Source: an optimization exercise on an open RTL-to-GDS flow (aim: small area). Production flows keep margins and buffers that such runs may drop.
Function was checked by simulation only, so behaviour that the tests miss may differ from the original.
No driver is modelled on the clock port, so clock power and skew are understated where the tree is cut down; a real chip needs a root buffer or a tree.

## fir_lowpass
module fir_lowpass
  (input  logic clock, reset,
   input  logic [15:0] xin,
   output logic [15:0] y);
For scale: roughly 740 cells after synthesis, about 170 flip-flops, about 34 I/O pins.
export LEC_CHECK = 0
export CAP_MARGIN = 20
export CORE_MARGIN = 2
export CORE_UTILIZATION = 90
export PLACE_DENSITY = 0.95
export SLEW_MARGIN = 20
export SYNTH_HIERARCHICAL = 1
create_clock -name core_clock -period 20.0 [get_ports {clock}]
standard.sh (not shown) runs the stock make flow with config.mk's settings and CLKGATE_MAP_FILE= SYNTH_SCRIPT=/design/flow/synth_recipe.tcl, a recipe that flattens the netlist after the stock synthesis.
==> flow/flow/run.sh <==
#!/bin/bash
# The standard layout (the standard.sh: ORFS synthesis through finish), with two changes:
# ports are buffered with the smallest buffer, and clock tree synthesis uses small clock buffers
# and inserts no dummy loads. Each tool's output is kept by ORFS under orfs/logs/; make's own
# output goes to make_finish.log here.
set -euo pipefail
CTS="-sink_clustering_enable -repair_clock_nets -dont_use_dummy_load -buf_list ${FLOW_CTS_BUF:-sky130_fd_sc_hd__clkbuf_8} -sink_clustering_size ${FLOW_CTS_SIZE:-14}"
bash standard.sh "BUFFER_PORTS_ARGS=-buffer_cell sky130_fd_sc_hd__buf_1" "CTS_ARGS=$CTS" finish > make_finish.log 2>&1
The baseline stopped in detailed placement (3_5_place_dp), error DPL-0033.
Next try:
CORE_UTILIZATION = 85   (was 90)
PLACE_DENSITY = 0.9   (was 0.95)
=> Now the flow passed the timing, design-rule and antenna checks; synthesized cell count is unchanged; synthesized area does not change.
Next try:
CORE_UTILIZATION = 70   (was 85)
PLACE_DENSITY = default   (was 0.9)
=> Via count fell by 16%. Die area rose by 21%. Routed wire length fell by about 27%. Fmax rose by about 7%.


== delta ==
Another version of the RTL of fir_lowpass (not shown whole).
For scale: ~760 cells after synthesis, roughly 170 flip-flops, roughly 34 I/O pins.
clock: 20.0 ns
lec_check: 0
cap_margin: 20
core_margin: 2
core_utilization: 55
slew_margin: 20
synth_hierarchical: 1
==> flow/flow/run.sh <==
#!/bin/bash
# The standard layout (standard.sh: ORFS from synthesis to finish) with three changes:
# - ports are buffered with the smallest buffer (BUFFER_PORTS_ARGS);
# - clock tree synthesis inserts no dummy loads;
# - after clock tree synthesis, flow/post_cts.tcl replaces its tree with a two-level tree of
#   fewer buffers (flow/mytree.tcl).
# ORFS keeps each tool's log under orfs/logs/; make's own output goes to make_finish.log here.
set -euo pipefail
here=$(pwd)
export POST_CTS_TCL="$here/flow/post_cts.tcl"
CTS="-sink_clustering_enable -repair_clock_nets -dont_use_dummy_load -buf_list sky130_fd_sc_hd__clkbuf_8"
bash standard.sh "BUFFER_PORTS_ARGS=-buffer_cell sky130_fd_sc_hd__buf_1" "CTS_ARGS=$CTS" "POST_CTS_TCL=$POST_CTS_TCL" finish > make_finish.log 2>&1
==> flow/flow/post_cts.tcl <==
# POST_CTS_TCL hook: swap the clock tree that clock_tree_synthesis built for a two-level tree of
# fewer, larger clock buffers (clock port -> one root buffer -> leaf buffers -> flip-flops),
# then legalize the placement again.
set here [file dirname $::env(POST_CTS_TCL)]
source $here/mytree.tcl
source $here/replace_tree.tcl
replace_clock_tree 10 sky130_fd_sc_hd__clkbuf_8 sky130_fd_sc_hd__clkbuf_4
detailed_placement
check_placement -verbose
estimate_parasitics -placement
Other scripts of this flow, unchanged in this note and not shown: flow/flow/mytree.tcl, flow/flow/replace_tree.tcl
delta finished every step from synthesis to the final layout, and the layout passed the timing, design-rule and antenna checks.
Edits applied to the flow inputs when going from delta to tundra:
-- flow/flow/post_cts.tcl --
<<< delta, line 6
source $here/replace_tree.tcl
replace_clock_tree 10 sky130_fd_sc_hd__clkbuf_8 sky130_fd_sc_hd__clkbuf_4
detailed_placement
>>> tundra, line 6
source $here/replace_tree.tcl
replace_clock_tree 10 sky130_fd_sc_hd__clkbuf_8 sky130_fd_sc_hd__clkbuf_2
detailed_placement
-- flow/config.mk --
<<< delta, line 9
export CORE_MARGIN = 2
export CORE_UTILIZATION = 55
export SLEW_MARGIN = 20
>>> tundra, line 9
export CORE_MARGIN = 2
export CORE_UTILIZATION = 70
export SLEW_MARGIN = 20
Hold slack improves in tundra relative to delta. From delta to tundra, remaining antenna violation count after routing did not move at all. Compared to delta, the routing of tundra uses less wire. Sort tundra and delta by starting utilization of the core area, ascending, and delta comes first. Against delta as the reference, tundra delivers a lower final instance area. Layout overhead on the synthesized area ends up lower on tundra. [compare] base=delta new=tundra: number of tap instances went down 49. Summary — number of antenna violations at the first check in global routing, tundra relative to delta: lower, by 1. Max via total after detailed routing across tundra and delta: tundra. tundra has less setup slack than delta.
diff inputs: tundra => sierra
-- flow/flow/post_cts.tcl --
<<< tundra, line 6
source $here/replace_tree.tcl
replace_clock_tree 10 sky130_fd_sc_hd__clkbuf_8 sky130_fd_sc_hd__clkbuf_2
detailed_placement
>>> sierra, line 6
source $here/replace_tree.tcl
replace_clock_tree 10 sky130_fd_sc_hd__clkbuf_8 sky130_fd_sc_hd__clkbuf_4
detailed_placement
==> comparison <==
Per the final summary, sierra finished and its layout is clean on timing, DRC and antenna.
Utilization essentially unchanged between tundra and sierra.
For number of design-rule violations left by the first detailed-router iteration, sierra and tundra come out practically identical.
Diff tundra -> sierra: post-detailed-route DRC marker count did not really move; global routing met1 resource utilization was more or less identical; pre-CTS setup slack about even; worst hold margin closely matched the old numbers.
For fmax, sierra and tundra come out practically identical.
No run of this note takes its clock network from TritonCTS; it comes from the design's own scripts or RTL.


old:
fir_lowpass with an RTL version that a note above also has.
For scale: about 740 cells after synthesis, about 170 flip-flops, ~34 I/O pins.
==> flow/config.mk <==
export PLATFORM = sky130hd
export DESIGN_NAME = fir_lowpass
export DESIGN_NICKNAME = fir_lowpass
export VERILOG_FILES = /design/flow/design.v
export SDC_FILE = /design/flow/constraint.sdc
export NUM_CORES = 4
export LEC_CHECK = 0
export CAP_MARGIN = 20
export CORE_MARGIN = 2
export CORE_UTILIZATION = 70
export SLEW_MARGIN = 20
export SYNTH_HIERARCHICAL = 1
==> flow/constraint.sdc <==
create_clock -name core_clock -period 20.0 [get_ports {clock}]
set_input_delay 4.0000 -clock core_clock [delete_from_list [all_inputs] [get_ports {clock}]]
set_output_delay 4.0000 -clock core_clock [all_outputs]
set_load 0.01 [all_outputs]
==> flow/flow/post_cts.tcl <==
# POST_CTS_TCL hook: swap the clock tree that clock_tree_synthesis built for a two-level tree of
# fewer, larger clock buffers (clock port -> one root buffer -> leaf buffers -> flip-flops),
# then legalize the placement again.
set here [file dirname $::env(POST_CTS_TCL)]
source $here/mytree.tcl
source $here/replace_tree.tcl
replace_clock_tree 6 sky130_fd_sc_hd__clkbuf_16 sky130_fd_sc_hd__clkbuf_8
detailed_placement
check_placement -verbose
estimate_parasitics -placement
Scripts as last shown in full above: flow/flow/run.sh
Other scripts of this flow, unchanged in this note and not shown: flow/flow/mytree.tcl, flow/flow/replace_tree.tcl
old finished end to end and its layout was clean on timing, DRC and antenna.
Edits applied to the flow inputs when going from old to new:
--- a/flow/flow/post_cts.tcl
+++ b/flow/flow/post_cts.tcl
@@ -5,5 +5,5 @@
 source $here/mytree.tcl
 source $here/replace_tree.tcl
-replace_clock_tree 6 sky130_fd_sc_hd__clkbuf_16 sky130_fd_sc_hd__clkbuf_8
+replace_clock_tree 10 sky130_fd_sc_hd__clkbuf_8 sky130_fd_sc_hd__clkbuf_4
 detailed_placement
 check_placement -verbose
==> comparison <==
- Comparing new and old, the lower global-route usage is on new.
- Via count of the first global-routing pass shrinks slightly when moving from old to new.
- Row met2 usage: new lower / old higher
- new and old ended up with roughly the same final worst-path setup slack.
- The average via count per standard cell on new is in line with that on old.
- On via total after detailed routing: new sits above old.
In every run of this note, the design's own scripts or RTL, not TritonCTS, make the clock network.

## port drivers added, routing unchanged
The results above use ideal ports. As a check the final layouts listed here were re-extracted and re-timed, cells and wires unchanged.
Step 1 sets driving cells, clkbuf_16 on the clock port and buf_2 on the other inputs (assumed; they add their load-dependent delay and slew).
Step 2 moves the port delays by t, midway between the first and last clock arrival at a register: inputs arrive t later, outputs are due t later. That takes back most of the time a late clock gives input paths.
Slacks: ideal ports / drivers / drivers and shift; pairs: ideal ports / drivers.
run	t (ns)	slack for setup (ns)	worst register clock-pin slew, ns	cell pins on the clock port's net
the second run of note 1	0.492	5.242 / 5.242 / 5.242	0.09 / 0.09	1
the third run of note 1	0.482	6.212 / 6.212 / 6.212	0.10 / 0.10	1
delta	0.621	6.084 / 6.084 / 6.084	0.12 / 0.12	1
tundra	0.784	5.867 / 5.867 / 5.867	0.11 / 0.11	1
sierra	0.602	5.880 / 5.880 / 5.880	0.11 / 0.11	1
old	0.458	6.158 / 6.158 / 6.158	0.11 / 0.11	1
new	0.596	6.157 / 6.157 / 6.157	0.11 / 0.11	1
After both steps every run listed still meets setup and hold.
